This is an optimization exercise on Yosys and OpenROAD, whose aim is small area, a short achievable clock period and few clock cycles per item, not a production implementation.
In this exercise RTL edits were held to simulation tests only and were not proved equivalent to the original.

==> flow/design.v, too long to show whole: its modules and the start of the top module <==
// module tanh: 1632 lines
// module tanh_fa: 4 lines
// module tanh_ha: 4 lines
module tanh (
    input  clk,
    input  rst,
    input  [13:0] i_x,
    input  i_valid,
    output o_ready,
    output [13:0] o_fx,
    output o_valid,
    input  i_ready
);
  // ...
==> flow/run.sh <==
#!/bin/bash
# synth_recipe.tcl (not shown) runs the flow's synth.tcl, then flattens the netlist and writes it again
# the make line also repeats each setting of config.mk as NAME=value (left out here)
make -C /OpenROAD-flow-scripts/flow DESIGN_CONFIG=/design/flow/config.mk WORK_HOME=/design/flow/orfs CLKGATE_MAP_FILE= SYNTH_SCRIPT=/design/flow/synth_recipe.tcl finish
==> flow/config.mk <==
export PLATFORM = sky130hd
export DESIGN_NAME = tanh
export DESIGN_NICKNAME = tanh
export VERILOG_FILES = /design/flow/design.v
export SDC_FILE = /design/flow/constraint.sdc
export NUM_CORES = 4
export LEC_CHECK = 0
export CAP_MARGIN = 20
export CORE_MARGIN = 2
export CORE_UTILIZATION = 40
export CTS_CLUSTER_DIAMETER = 100
export CTS_CLUSTER_SIZE = 26
export SETUP_SLACK_MARGIN = 4.7
export SLEW_MARGIN = 20
export SYNTH_HIERARCHICAL = 1
export SYNTH_MINIMUM_KEEP_SIZE = 0
==> flow/constraint.sdc <==
create_clock -name core_clock -period 8.0 [get_ports {clk}]
set_input_delay 1.6000 -clock core_clock [delete_from_list [all_inputs] [get_ports {clk}]]
set_output_delay 1.6000 -clock core_clock [all_outputs]
set_load 0.01 [all_outputs]
==> results.ini, run 1 <==
[logic_synthesis]
yosysTopAreaCellShare = 0.445
muxShareOfSynthArea = 0.0142
yosys.area.top_type = edfxtp_1
synth-seq-area-share = 0.454
syn_avg_cell_area_sq_um = 13.4

[cells_and_area]
nMultiInputCombCells = 2057
nonClkBufAreaFrac = 0.0367
n_fill_cell = 8938
fin_util = 0.438
seq_cells = 617
sh_seq_area = 0.418
n_antenna_cell = 0
stdcell_count = 4320

[drt]
routed.top_layer = met4
drt.antenna.violating_nets = 0
drt-initial-drc-count = 1425

[hold_path]
hold_path.class = reg -> reg
min_to = x_s2[2]$_DFFE_PP_

[clock_network]
h-tree-depth = 1

[critical_path]
r2r_end = d1_two[3]$_DFFE_PP_
reg2reg_setup_slack_ns = 4.80
crit_family = compound AO/OA/AOI/OAI gates
critPathKind = reg -> reg

[placed_design]
pre_cts_slack_ns = 4.23

[timing]
whs_ns = 0.422
final.period_utilization = 0.400

[run_status]
status = complete, no violations

[global_route]
gr-usage-met2 = 0.278
grt_pass1_vias = 24200

[job]
cap_viol_max_count = 0

[floorplanning]
coreArea_sq_um = 100000
fp.dieW_microns = 322
dieArea_sq_um = 104000

Testbench counts, summed over its fixed seeds: cycles 16,112, items 16,000.
==> run 2, diff against run 1 <==
--- a/flow/config.mk
+++ b/flow/config.mk
@@ -10,4 +10,4 @@
 export CORE_UTILIZATION = 40
-export CTS_CLUSTER_DIAMETER = 100
-export CTS_CLUSTER_SIZE = 26
+export CTS_CLUSTER_DIAMETER = 110
+export CTS_CLUSTER_SIZE = 18
 export SETUP_SLACK_MARGIN = 4.7
==> results.ini, run 2 <==
[run_status]
status = complete, no violations

[placed_design]
pre_cts_slack_ns = 4.23  ; unchanged
io_buffers = 33
gp_congestion = 0.827
dp_cells = 4143
place_hpwl_microns = 56900

[clock_network]
h-tree-depth = 2  ; +1
cts_made_buffers = 40
cts.hold.buffers_added = 0
cts_tree = built
cts_max_path_buffers = 3
clockRootBuffer = clkbuf_16
cts_sinks = 617
clk_pin_slew_worst_paths_ns = 0.08
insertion_delay_ns = 0.60

[logic_synthesis]
syn_nets = 3636
synth.ff_latch_count = 617
syn_inst = 3012
yosysWarningCount = 7
yosysTopAreaCellShare = 0.445  ; unchanged
synth-seq-area-share = 0.454  ; unchanged
netlist_area_sq_um = 40400
synth_ff_type = edfxtp_1
synthTopCellsByCount = edfxtp_1 (600), xnor2_1 (408), a22oi_1 (365), fa_1 (319), ha_1 (287)
yosys.area.top_type = edfxtp_1
yosysMostFrequentCell = edfxtp_1
syn_avg_cell_area_sq_um = 13.4  ; unchanged
netlist_top_cells_area = edfxtp_1 (45%), fa_1 (16%), ha_1 (8.9%)
synth.distinct_cells = 76
async_flop_share = 0
synth_edf_count = 600

[timing]
fin_setup_tns_ns = 0
finalClockSkew_ns = 0.0176
slew_viol_final = 0
setup_ws_ns = 4.81
finalSetupViolCount = 0
relSlewSlack = 0.259
whs_ns = 0.412  ; -0.00998 ns
finalHoldViolCount = 0
min_period_ns = 3.19
final.period_utilization = 0.399  ; -0.000616
rsz0062_at_grt = true
tightest_slew_ns = 1.11
fmax_mhz = 313

[floorplanning]
start_util = 0.404
fp.dieW_microns = 322  ; unchanged
rows = 116
coreArea_sq_um = 100000  ; unchanged
die_height_microns = 322
dieArea_sq_um = 104000  ; unchanged
pin_count = 34

[global_route]
grt_pass1_wl_microns = 130000
grt_max_degree = 190
grtUsageTotal = 0.155
grt_pass1_vias = 24396  ; +0.81%
antenna_found_initial = 0
grt-ovfl-total = 0

[cells_and_area]
fin_util = 0.439  ; +0.000650
layout_common_cells = edfxtp_1 (600), xnor2_1 (407), a22oi_1 (365), fa_1 (319), ha_1 (285)
drive_above_1_share = 0.0804
final_common_cell = edfxtp_1
layout.nets = 3623
stdcell_count = 4307  ; -0.30%
n_antenna_cell = 0  ; unchanged
synthToLayoutAreaGrowth_pct = 8.71

[drt]
routed-via-count = 23234
drt.antenna.violating_nets = 0  ; unchanged
drt-initial-drc-count = 1423  ; -0.14%
vias_per_cell = 5.39
drt-total-wl_microns = 79600
remaining_drc_errors = 0
post_drt_wl_per_cell_microns = 18.5
drtPass1Iterations = 6

[critical_path]
arrival_ns = 3.54
crit_path_start = x0[13]$_DFFE_PP_
crit_fanout = 13
critPathLaunchType = flip-flop
critical_path_required_ns = 8.34
timing.rr.start = x0[13]$_DFFE_PP_
reg2regPathDepth = 5
critPathKind = reg -> reg
r2r_end = m1_ha[9]$_DFFE_PP_
reg2reg_setup_slack_ns = 4.81  ; about the same
critPathCaptureType = flip-flop
crit_end = m1_ha[9]$_DFFE_PP_

[hold_path]
hold_path.class = reg -> reg

[job]
cap_viol_max_count = 0  ; unchanged

[run 2: timing repair]
item,4_1_cts,5_1_grt
resized for setup,5,7
hold endpoints to repair,0,0
pin swaps,1,4
setup buffers,15,97
endpoints found under the setup margin,7,19
[run 2: cell type report]
class                   count  area (sq um)
clock buffers              49          1090
clock inverters             3          31.3
fillers                  8917         56200
inverters                 132           495
multi-input cells        2057         21000
flip-flops and latches    617         18400
well taps                1298          1620
repair buffers            151          1400
[run 2: routing by layer]
metal  track usage  wire length [microns]  vias up
met1         0.195                  33600    11839
met4        0.0491                   2100        0
met5             0                      0        -
met3        0.0170                   2790      114
met2         0.278                  41100      478
li1              -                      -    10803
[run 2: kinds of logic after synthesis]
group                    synth area share
AO/OA/AOI/OAI                       0.114
adder cells (fa/ha/maj)             0.247
XOR/XNOR                            0.105
AND/OR/NAND/NOR                    0.0352
buffers and inverters              0.0314
multiplexers                       0.0142
flip-flops                          0.454
[run 2: through the flow]
step / area [sq um]
2_1_floorplan: 40600
3_3_place_gp: 41800
3_5_place_dp: 41800
4_1_cts: 43100
5_1_grt: 44000
6_report: 44000
[run 2: critical path, stage by stage, from the launching register on]
cell and delay (ns):
edfxtp_1 0.88, nand2_1 0.18, fa_1 0.49, fa_1 0.46, fa_1 0.51, fa_1 0.40
[run 2: modules after synthesis (local to each module, per instance)]
module | flops+latches | area [sq um] | copies in the design | cells inside
tanh | 617 | 33100 | 1 | 2619
tanh_ha | 0 | 12.5 | 74 | 1
tanh_fa | 0 | 20.0 | 319 | 1
[run 2: how the worst min path moves through the flow]
stage	start	cells after the start	endpoint	slack (ns)
2_1_floorplan	q_s4[0]$_DFFE_PP_	0	q_s5[0]$_DFFE_PP_	0.40
3_3_place_gp	x_s8[8]$_DFFE_PP_	0	x_s9[8]$_DFFE_PP_	0.40
3_5_place_dp	q_s8[10]$_DFFE_PP_	0	q_s9[10]$_DFFE_PP_	0.40
4_1_cts	x_s9[10]$_DFFE_PP_	0	x_s10[10]$_DFFE_PP_	0.42
5_1_grt	x_s2[2]$_DFFE_PP_	0	x_s3[2]$_DFFE_PP_	0.42
6_report	x_s9[9]$_DFFE_PP_	0	x_s10[9]$_DFFE_PP_	0.41
==> run 3, diff against run 2 <==
--- a/flow/config.mk
+++ b/flow/config.mk
@@ -10,4 +10,4 @@
 export CORE_UTILIZATION = 40
-export CTS_CLUSTER_DIAMETER = 110
-export CTS_CLUSTER_SIZE = 18
+export CTS_CLUSTER_DIAMETER = 120
+export CTS_CLUSTER_SIZE = 22
 export SETUP_SLACK_MARGIN = 4.7
@@ -16 +16,2 @@
 export SYNTH_MINIMUM_KEEP_SIZE = 0
+export TNS_END_PERCENT = 20
==> results.ini, run 3 <==
[run_status]
status = complete, no violations

[drt]
drt.antenna.violating_nets = 0  ; unchanged
drt-total-wl_microns = 82300  ; +3.4%
routed-via-count = 23216  ; -0.077%
vias_per_cell = 5.44  ; +0.93%
post_drt_wl_per_cell_microns = 19.3  ; +4.4%
drtPass1Iterations = 6  ; unchanged
drt-initial-drc-count = 1753  ; +23%
remaining_drc_errors = 0  ; unchanged

[logic_synthesis]
yosysTopAreaCellShare = 0.445  ; unchanged
netlist_top_cells_area = edfxtp_1 (45%), fa_1 (16%), ha_1 (8.9%)
synth_top_family_by_area = adder cells
yosys.area_share.adder = 0.247  ; unchanged
async_flop_share = 0  ; unchanged
muxShareOfSynthArea = 0.0142  ; unchanged
netlist_area_sq_um = 40400  ; unchanged
syn_avg_cell_area_sq_um = 13.4  ; unchanged
yosys.area_share.xor_xnor = 0.105  ; unchanged
synth_ff_type = edfxtp_1
synth-simple-area-share = 0.0352  ; unchanged
synth.distinct_cells = 76  ; unchanged
syn_inst = 3012  ; unchanged
synthTopCellsByCount = edfxtp_1 (600), xnor2_1 (408), a22oi_1 (365), fa_1 (319), ha_1 (287)
yosysMostFrequentCell = edfxtp_1
yosysWarningCount = 7  ; unchanged
synth_edf_count = 600  ; unchanged
syn_nets = 3636  ; unchanged
synth_compound_area_frac = 0.114  ; unchanged
yosys.area.top_type = edfxtp_1
synth.ff_latch_count = 617  ; unchanged
synth-seq-area-share = 0.454  ; unchanged

[critical_path]
path_common_cell = fa_1
critPathLaunchType = flip-flop
critPathCaptureType = flip-flop
path_cells = xnor2_1, fa_1, fa_1, fa_1, fa_1
reg2regPathDepth = 5  ; unchanged
crit_fanout = 16  ; +3
crit_slowest_cell = edfxtp_1
timing.rr.start = d4_neg[2]$_DFFE_PP_
critical_path_required_ns = 8.32  ; -0.02 ns
critPathKind = reg -> reg
reg2reg_setup_slack_ns = 4.67  ; -0.14 ns
r2r_end = m5_ha[7]$_DFFE_PP_
arrival_ns = 3.65  ; +0.11 ns
slowest_delay_ns = 0.99  ; +0.11 ns

[floorplanning]
dieArea_sq_um = 104000  ; unchanged
start_util = 0.404  ; unchanged
coreArea_sq_um = 100000  ; unchanged
rows = 116  ; unchanged
die_height_microns = 322  ; unchanged
fp.dieW_microns = 322  ; unchanged
pin_count = 34  ; unchanged

[timing]
tightest_slew_ns = 1.12  ; +0.00744 ns
slew_viol_final = 0  ; unchanged
min_period_ns = 3.33  ; +0.136 ns
final.period_utilization = 0.416  ; +0.0170
fmax_mhz = 300  ; -4.1%
fin_setup_tns_ns = 0  ; unchanged
rsz0062_at_grt = true
finalClockSkew_ns = 0.0333  ; +0.0157 ns
relSlewSlack = 0.247  ; -0.0117
finalSetupViolCount = 0  ; unchanged
finalHoldViolCount = 0  ; unchanged

[global_route]
antenna_found_initial = 1  ; +1
grt_max_degree = 174  ; -8.4%
grt_pass1_wl_microns = 133000  ; +2.4%
grtUsageTotal = 0.160  ; +0.00529
grt_pass1_vias = 24351  ; -0.18%
grt-ovfl-total = 0  ; unchanged

[hold_path]
min_to = x_s9[12]$_DFFE_PP_
hold_path.class = reg -> reg
holdCritStartpoint = x_s8[12]$_DFFE_PP_
whs_path_depth = 0  ; unchanged

[placed_design]
gp_congestion = 0.861  ; +4.0%
io_buffers = 33  ; unchanged
place_hpwl_microns = 58300  ; +2.4%
place_area_sq_um = 41800  ; about the same

[cells_and_area]
layout.nets = 3581  ; -1.2%
n_fill_cell = 8995  ; +0.87%
final_common_cell = edfxtp_1
stdcell_area_sq_um = 43500  ; -1.2%
layout_common_cells = edfxtp_1 (600), xnor2_1 (407), a22oi_1 (365), fa_1 (319), ha_1 (285)
n_antenna_cell = 0  ; unchanged
synthToLayoutAreaGrowth_pct = 7.45
drive_above_1_share = 0.0651  ; -0.0154

[clock_network]
clk_pin_slew_worst_paths_ns = 0.09  ; about the same
cts_made_buffers = 34  ; -15%
cts_max_path_buffers = 3  ; unchanged
clockRootBuffer = clkbuf_16
cts_sinks = 617  ; unchanged
h-tree-depth = 2  ; unchanged
insertion_delay_ns = 0.60  ; about the same
cts_tree = built

[job]
cap_viol_max_count = 0  ; unchanged

==> run 3: cell count changes in the layout (fill, tap and decap cells not counted), moves of 3 or more <==
cell / delta
buf_12: -3
clkbuf_16: -7
buf_6: +4
buf_4: -37
==> run 3: per-stage QoR <==
| step | instances | setup slack, ns | utilization | hold WS [ns] |
|---|---|---|---|---|
| 3_5_place_dp | 4144 | 4.19 | 0.418 | 0.405 |
| 6_report | 4264 | 4.67 | 0.434 | 0.404 |
| 5_1_grt | 4264 | 4.52 | 0.434 | 0.409 |
| 4_1_cts | 4189 | 4.60 | 0.427 | 0.399 |
| 3_3_place_gp | 4144 | 4.28 | 0.418 | 0.401 |
| 2_1_floorplan | 3012 | 2.25 | - | 0.400 |
==> run 3: repair_timing <==
| action | CTS | global route |
|---|---|---|
| hold buffers | 0 | 0 |
| resized for setup | 6 | 3 |
| pin swaps | 0 | 3 |
| buffers inserted | 0 | 74 |
| endpoints found under the setup margin | 184 | 204 |
==> run 3: routing by layer <==
metal	global-route usage	wire length, microns	up-vias
li1	-	-	10704
met1	0.205	34900	11883
met2	0.281	41700	532
met3	0.0192	3330	97
met4	0.0528	2360	0
met5	0	0	-
==> run 3: kinds of logic after synthesis <==
family | count (synthesis)
simple gates | 279
flops | 617
buf+inv | 338
fa+ha+maj | 606
xor+xnor | 483
mux | 52
compound gates | 637
==> run 3: modules after synthesis (local to each module, per instance) <==
module	times used	flops+latches
tanh_ha	74	0
tanh	1	617
tanh_fa	319	0
==> run 3: how the worst max path moves through the flow <==
stage | slack (ns) | start | end | cells after the start
floorplan | 2.25 | adv$_SDFF_PP1_ | ov_r$_SDFF_PP0_ | 10
global placement | 4.28 | i_ready | e0[5]$_DFFE_PP_ | 4
detailed placement | 4.19 | adv$_SDFF_PP1_ | m2_ha[8]$_DFFE_PP_ | 3
CTS | 4.60 | adv$_SDFF_PP1_ | o_ready | 1
global route | 4.52 | m2_hc$_DFFE_PP_ | d2_two[4]$_DFFE_PP_ | 13
finish | 4.67 | d4_neg[2]$_DFFE_PP_ | m5_ha[7]$_DFFE_PP_ | 5
==> run 3: cell type report <==
type | instances | area, sq um | area share
timing repair buffer | 115 | 1110 | 0.0255
clock inverter | 4 | 36.3 | 0.000835
tap | 1298 | 1620 | 0.0374
multi-input combinational | 2057 | 20900 | 0.482
inverter | 132 | 495 | 0.0114
sequential | 617 | 18400 | 0.423
clock buffer | 41 | 898 | 0.0207
==> run 3: critical path, delay by kind of cell, from the launching register on <==
family     cells  cell delay, ns
fa+ha+maj      4            1.88
flops          1            0.99
xor+xnor       1            0.21
==> run 4, diff against run 3 <==
--- a/flow/config.mk
+++ b/flow/config.mk
@@ -16,2 +16 @@
 export SYNTH_MINIMUM_KEEP_SIZE = 0
-export TNS_END_PERCENT = 20
==> results.ini, run 4 <==
[run_status]
status = complete, no violations

[timing]
slew_viol_final = 0  ; unchanged
relSlewSlack = 0.250  ; +0.00263
fin_setup_tns_ns = 0  ; unchanged
tightest_slew_ns = 1.13  ; +0.00609 ns
finalClockSkew_ns = 0.0271  ; -0.00617 ns
fmax_mhz = 315  ; +4.9%
min_period_ns = 3.17  ; -0.155 ns
finalHoldViolCount = 0  ; unchanged
final.period_utilization = 0.397  ; -0.0194
rsz0062_at_grt = true
finalSetupViolCount = 0  ; unchanged

[clock_network]
cts_max_path_buffers = 3  ; unchanged
insertion_delay_ns = 0.59  ; about the same
h-tree-depth = 2  ; unchanged
clockRootBuffer = clkbuf_16
clk_pin_slew_worst_paths_ns = 0.10  ; about the same
cts_tree = built
cts_made_buffers = 34  ; unchanged
cts_sinks = 617  ; unchanged
cts.hold.buffers_added = 0  ; unchanged

[floorplanning]
pin_count = 34  ; unchanged
dieArea_sq_um = 104000  ; unchanged
rows = 116  ; unchanged
coreArea_sq_um = 100000  ; unchanged
fp.dieW_microns = 322  ; unchanged
die_height_microns = 322  ; unchanged
start_util = 0.404  ; unchanged

[logic_synthesis]
synth_edf_count = 600  ; unchanged
synth-seq-area-share = 0.454  ; unchanged
yosys.area_share.adder = 0.247  ; unchanged
syn_nets = 3636  ; unchanged
yosysTopAreaCellShare = 0.445  ; unchanged
syn_avg_cell_area_sq_um = 13.4  ; unchanged
synth.ff_latch_count = 617  ; unchanged
yosysMostFrequentCell = edfxtp_1
synth_ff_type = edfxtp_1
netlist_top_cells_area = edfxtp_1 (45%), fa_1 (16%), ha_1 (8.9%)
synth.distinct_cells = 76  ; unchanged
async_flop_share = 0  ; unchanged
synth-simple-area-share = 0.0352  ; unchanged
muxShareOfSynthArea = 0.0142  ; unchanged
synth_compound_area_frac = 0.114  ; unchanged
syn_inst = 3012  ; unchanged
yosys.area.top_type = edfxtp_1
synthTopCellsByCount = edfxtp_1 (600), xnor2_1 (408), a22oi_1 (365), fa_1 (319), ha_1 (287)
yosysWarningCount = 7  ; unchanged
netlist_area_sq_um = 40400  ; unchanged
yosys.area_share.xor_xnor = 0.105  ; unchanged
synth_top_family_by_area = adder cells

[critical_path]
reg2reg_setup_slack_ns = 4.83  ; +0.16 ns
critPathCaptureType = flip-flop
crit_fanout = 4  ; -12
critPathLaunchType = flip-flop
reg2regPathDepth = 13  ; +8
critPathKind = reg -> reg
critical_path_required_ns = 8.34  ; +0.02 ns
arrival_ns = 3.51  ; -0.14 ns

[global_route]
grt_pass1_wl_microns = 130000  ; -2.3%
antenna_found_initial = 0  ; -1
grt_pass1_vias = 24318  ; -0.14%
grtUsageTotal = 0.155  ; -0.00531
grt_max_degree = 190  ; +9.2%
grt-ovfl-total = 0  ; unchanged

[drt]
drt-initial-drc-count = 1402  ; -20%
post_drt_wl_per_cell_microns = 18.6  ; -3.8%
vias_per_cell = 5.39  ; -1.0%
remaining_drc_errors = 0  ; unchanged
drt.antenna.violating_nets = 0  ; unchanged
drtPass1Iterations = 5  ; -1
routed-via-count = 23172  ; -0.19%
drt-total-wl_microns = 79800  ; -3.0%

[cells_and_area]
stdcell_count = 4300  ; +0.84%
drive_above_1_share = 0.0783  ; +0.0132
stdcell_area_sq_um = 43800  ; +0.88%
layout_common_cells = edfxtp_1 (600), xnor2_1 (407), a22oi_1 (365), fa_1 (319), ha_1 (285)
layout.nets = 3619  ; +1.1%
n_fill_cell = 8955  ; -0.44%
final_common_cell = edfxtp_1
n_antenna_cell = 0  ; unchanged
synthToLayoutAreaGrowth_pct = 8.39

[job]
cap_viol_max_count = 0  ; unchanged

[hold_path]
whs_path_depth = 0  ; unchanged
hold_path.class = reg -> reg

[placed_design]
place_area_sq_um = 41800  ; about the same
gp_congestion = 0.827  ; -3.9%
place_hpwl_microns = 56900  ; -2.3%
dp_cells = 4143  ; -0.024%
io_buffers = 33  ; unchanged

run 4: cell counts after synthesis:
No cell type changed its count.
run 4: layout make-up:
| cell class | instances | area (sq um) | area share |
|---|---|---|---|
| multi-input cells | 2057 | 21000 | 0.478 |
| well taps | 1298 | 1620 | 0.0370 |
| clock buffers | 41 | 898 | 0.0205 |
| repair buffers | 153 | 1470 | 0.0334 |
| flip-flops and latches | 617 | 18400 | 0.419 |
| inverters | 132 | 495 | 0.0113 |
| clock inverters | 2 | 28.8 | 0.000656 |
run 4: worst paths after layout:
kind                           from             endpoint
setup / recovery    m2_hc$_DFFE_PP_  d2_two[4]$_DFFE_PP_
hold / removal    x_s3[2]$_DFFE_PP_    x_s4[2]$_DFFE_PP_
setup reg to reg    m2_hc$_DFFE_PP_  d2_two[4]$_DFFE_PP_
hold reg to reg   x_s3[2]$_DFFE_PP_    x_s4[2]$_DFFE_PP_
run 4: kinds of logic (layout without fill, tap and decap cells):
logic type,Yosys count,after routing
simple gates,279,279
buf+inv,338,328
flops,617,617
compound gates,637,637
xor+xnor,483,483
mux,52,52
fa+ha+maj,606,606
run 4: per-layer routing:
| metal | routed length, microns | vias up | global-route usage |
|---|---|---|---|
| met5 | 0 | - | 0 |
| met4 | 1690 | 0 | 0.0450 |
| met3 | 2650 | 89 | 0.0179 |
| met2 | 41600 | 429 | 0.279 |
| met1 | 33800 | 11862 | 0.195 |
| li1 | - | 10792 | - |
run 4: Yosys stat by module (local to each module, per instance):
module	flops+latches	cell area (sq um)	cells
tanh	617	33100	2619
tanh_fa	0	20.0	1
tanh_ha	0	12.5	1
run 4: worst max-delay path, cell delays in order, from the launching register on:
cell and delay (ns):
edfxtp_1 0.38, ha_1 0.31, a211oi_2 0.22, o21ai_1 0.17, a311oi_2 0.31, o21bai_1 0.17
o31ai_2 0.24, xor2_1 0.27, inv_1 0.10, ha_1 0.25, nand2_1 0.08, a21oi_1 0.07
a311oi_1 0.27, nand2_1 0.08
run 4: what timing repair did:
| action | CTS | global route |
|---|---|---|
| setup endpoints to repair | 8 | 23 |
| setup buffers | 16 | 98 |
| gates resized for setup | 5 | 7 |
| pin swaps | 2 | 5 |
run 4: per-stage QoR:
stage                     utilization  setup WS (ns)  hold WS, ns
after floorplan                     -           2.25        0.400
after global placement          0.418           4.29        0.401
after detailed placement        0.418           4.23        0.405
after CTS                       0.428           4.72        0.413
after global routing            0.438           4.65        0.421
final                           0.438           4.83        0.408
==> run 5, diff against run 4 <==
--- a/flow/config.mk
+++ b/flow/config.mk
@@ -12,3 +12,3 @@
 export CTS_CLUSTER_SIZE = 22
-export SETUP_SLACK_MARGIN = 4.7
+export SETUP_SLACK_MARGIN = 4.8
 export SLEW_MARGIN = 20
==> results.ini, run 5 <==
[clock_network]
cts_tree = built
clockRootBuffer = clkbuf_16
cts_made_buffers = 34  ; unchanged
cts_sinks = 617  ; unchanged
cts.hold.buffers_added = 0  ; unchanged
insertion_delay_ns = 0.59  ; about the same
cts_max_path_buffers = 3  ; unchanged
h-tree-depth = 2  ; unchanged
clk_pin_slew_worst_paths_ns = 0.09  ; about the same

[floorplanning]
dieArea_sq_um = 104000  ; unchanged
coreArea_sq_um = 100000  ; unchanged
rows = 116  ; unchanged
fp.dieW_microns = 322  ; unchanged
pin_count = 34  ; unchanged
start_util = 0.404  ; unchanged
die_height_microns = 322  ; unchanged

[global_route]
gr-usage-met2 = 0.285  ; +0.00603
grt_use_met3 = 0.0183  ; +0.000377
top_usage_layer = met2
grt_use_met1 = 0.198  ; +0.00263
grt_pass1_vias = 25108  ; +3.2%
grt_max_degree = 138  ; -27%
grt-ovfl-total = 0  ; unchanged
grt_pass1_wl_microns = 133000  ; +2.8%
antenna_found_initial = 0  ; unchanged
grtUsageTotal = 0.159  ; +0.00455

[timing]
whs_ns = 0.410  ; +0.00257 ns
tightest_slew_ns = 1.14  ; +0.0143 ns
fmax_mhz = 317  ; +0.67%
rsz0062_at_grt = true
slew_viol_final = 0  ; unchanged
fin_setup_tns_ns = 0  ; unchanged
final.period_utilization = 0.394  ; -0.00263
finalHoldViolCount = 0  ; unchanged
relSlewSlack = 0.233  ; -0.0164
finalSetupViolCount = 0  ; unchanged
finalClockSkew_ns = 0.0229  ; -0.00424 ns
min_period_ns = 3.15  ; -0.0211 ns

[placed_design]
gp_congestion = 0.871  ; +5.2%
io_buffers = 33  ; unchanged
place_hpwl_microns = 58000  ; +1.9%

[run_status]
status = complete, no violations

[drt]
routed-via-count = 23780  ; +2.6%
drt-initial-drc-count = 1541  ; +9.9%
post_drt_wl_per_cell_microns = 18.8  ; +1.4%
drtPass1Iterations = 5  ; unchanged
remaining_drc_errors = 0  ; unchanged
vias_per_cell = 5.43  ; +0.75%
drt-total-wl_microns = 82500  ; +3.3%
drt.antenna.violating_nets = 0  ; unchanged

[cells_and_area]
drive_above_1_share = 0.107  ; +0.0291
layout.nets = 3697  ; +2.2%
layout_common_cells = edfxtp_1 (600), xnor2_1 (406), a22oi_1 (365), fa_1 (319), ha_1 (281)
fin_util = 0.446  ; +0.00800
synthToLayoutAreaGrowth_pct = 10.4
final_common_cell = edfxtp_1
n_antenna_cell = 0  ; unchanged

[logic_synthesis]
synthTopCellsByCount = edfxtp_1 (600), xnor2_1 (408), a22oi_1 (365), fa_1 (319), ha_1 (287)
synth.distinct_cells = 76  ; unchanged
netlist_area_sq_um = 40400  ; unchanged
syn_inst = 3012  ; unchanged
synth-seq-area-share = 0.454  ; unchanged
syn_nets = 3636  ; unchanged
yosysTopAreaCellShare = 0.445  ; unchanged
yosysMostFrequentCell = edfxtp_1
synth_edf_count = 600  ; unchanged
netlist_top_cells_area = edfxtp_1 (45%), fa_1 (16%), ha_1 (8.9%)
synth.ff_latch_count = 617  ; unchanged
async_flop_share = 0  ; unchanged
yosysWarningCount = 7  ; unchanged
syn_avg_cell_area_sq_um = 13.4  ; unchanged
yosys.area.top_type = edfxtp_1
synth_ff_type = edfxtp_1

[critical_path]
timing.rr.start = m2_ha[0]$_DFFE_PP_
reg2regPathDepth = 14  ; +1
critPathLaunchType = flip-flop
crit_fanout = 4  ; unchanged
crit_path_start = m2_ha[0]$_DFFE_PP_
reg2reg_setup_slack_ns = 4.85  ; +0.02 ns
critical_path_required_ns = 8.33  ; about the same
arrival_ns = 3.48  ; -0.03 ns
r2r_end = d2_two[4]$_DFFE_PP_
critPathCaptureType = flip-flop
critPathKind = reg -> reg
crit_end = d2_two[4]$_DFFE_PP_

[job]
cap_viol_max_count = 0  ; unchanged

[hold_path]
hold_path.class = reg -> reg

-- run 5: cells by family after synthesis --
logic type                 synth area share
and+or+nand+nor                      0.0352
xor gates and xnor gates              0.105
muxes                                0.0142
adders and majority gates             0.247
DFF                                   0.454
AOI/OAI and AO/OA                     0.114
buffers and inverters                0.0314
-- run 5: how the worst min path moves through the flow --
stage / cells after the start / to / startpoint / slack [ns]
floorplan: 0 / q_s5[0]$_DFFE_PP_ / q_s4[0]$_DFFE_PP_ / 0.40
global placement: 0 / x_s7[11]$_DFFE_PP_ / x_s6[11]$_DFFE_PP_ / 0.40
detailed placement: 0 / q_s5[10]$_DFFE_PP_ / q_s4[10]$_DFFE_PP_ / 0.40
CTS: 0 / x_s8[11]$_DFFE_PP_ / x_s7[11]$_DFFE_PP_ / 0.41
global route: 0 / x_s8[12]$_DFFE_PP_ / x_s7[12]$_DFFE_PP_ / 0.42
finish: 0 / x_s8[11]$_DFFE_PP_ / x_s7[11]$_DFFE_PP_ / 0.41
-- run 5: layout make-up --
type                            count  area [sq um]
Timing Repair Buffer              231          2100
Multi-Input combinational cell   2057         21100
Clock inverter                      2          25.0
Clock buffer                       43           948
Inverter                          132           495
Sequential cell                   617         18400
Fill cell                        8896         55500
Tap cell                         1298          1620
-- run 5: metal layers --
metal,vias to the layer above,part of all wire
li1,10939,-
met1,12170,0.42
met2,544,0.52
met3,127,0.035
met4,0,0.030
met5,-,0
-- run 5: per-stage QoR --
step / cell area [sq um] / setup slack [ns] / std cells
final: 44600 / 4.85 / 4380
after global routing: 44600 / 4.66 / 4380
after CTS: 43400 / 4.80 / 4251
after detailed placement: 41800 / 4.20 / 4147
after global placement: 41800 / 4.26 / 4147
after floorplan: 40600 / 2.25 / 3012
-- run 5: critical path, stage by stage (launching register included) --
cell      delay (ns)
edfxtp_1        0.38
ha_1            0.31
a211oi_2        0.28
o21ai_2         0.11
a311oi_2        0.28
o21bai_1        0.15
o31ai_2         0.28
xor2_1          0.20
buf_4           0.16
inv_1           0.06
ha_2            0.21
nand2_1         0.09
a21oi_1         0.08
a311oi_1        0.24
nand2_1         0.08
-- run 5: timing repair --
item | in CTS | in global routing
buffers inserted | 59 | 129
pin swaps | 10 | 17
cloned | 0 | 0
endpoints found under the setup margin | 29 | 53
gates resized for setup | 13 | 23
-- run 5: per-module statistics from Yosys (local to each module, per instance) --
module	flops+latches	times used	area, sq um	cells
tanh_fa	0	319	20.0	1
tanh_ha	0	74	12.5	1
tanh	617	1	33100	2619

-- afterwards: timing with drivers on the ports --
The flow's constraints put no driver on any port. The routed layouts listed below were extracted and timed again, unchanged, in two steps.
Step 1, drivers: a clkbuf_16 drives clk and a buf_2 each remaining input, both assumed.
Step 2 also shifts input and output timing later by t, the mid clock arrival at the registers, as if the neighbouring blocks saw the same clock.
Three values: no drivers, after step 1, after step 2; two values: the first two.
run	shift t [ns]	slack for setup (ns)	worst slew at a driven data input, ns	cell pins on the clock port's net
run 1	0.683	4.802 / 4.761 / 4.259	0.04	1
run 2	0.655	4.806 / 4.802 / 4.250	0.04	1
run 3	0.643	4.670 / 4.636 / 4.222	0.04	1
run 4	0.647	4.825 / 4.811 / 4.251	0.04	1
run 5	0.639	4.846 / 4.802 / 4.512	0.04	1
After both steps setup and hold are still met in every run listed. For run 4, which loses most, drivers alone change the setup slack by -0.014 ns; drivers and shift together by -0.574 ns.
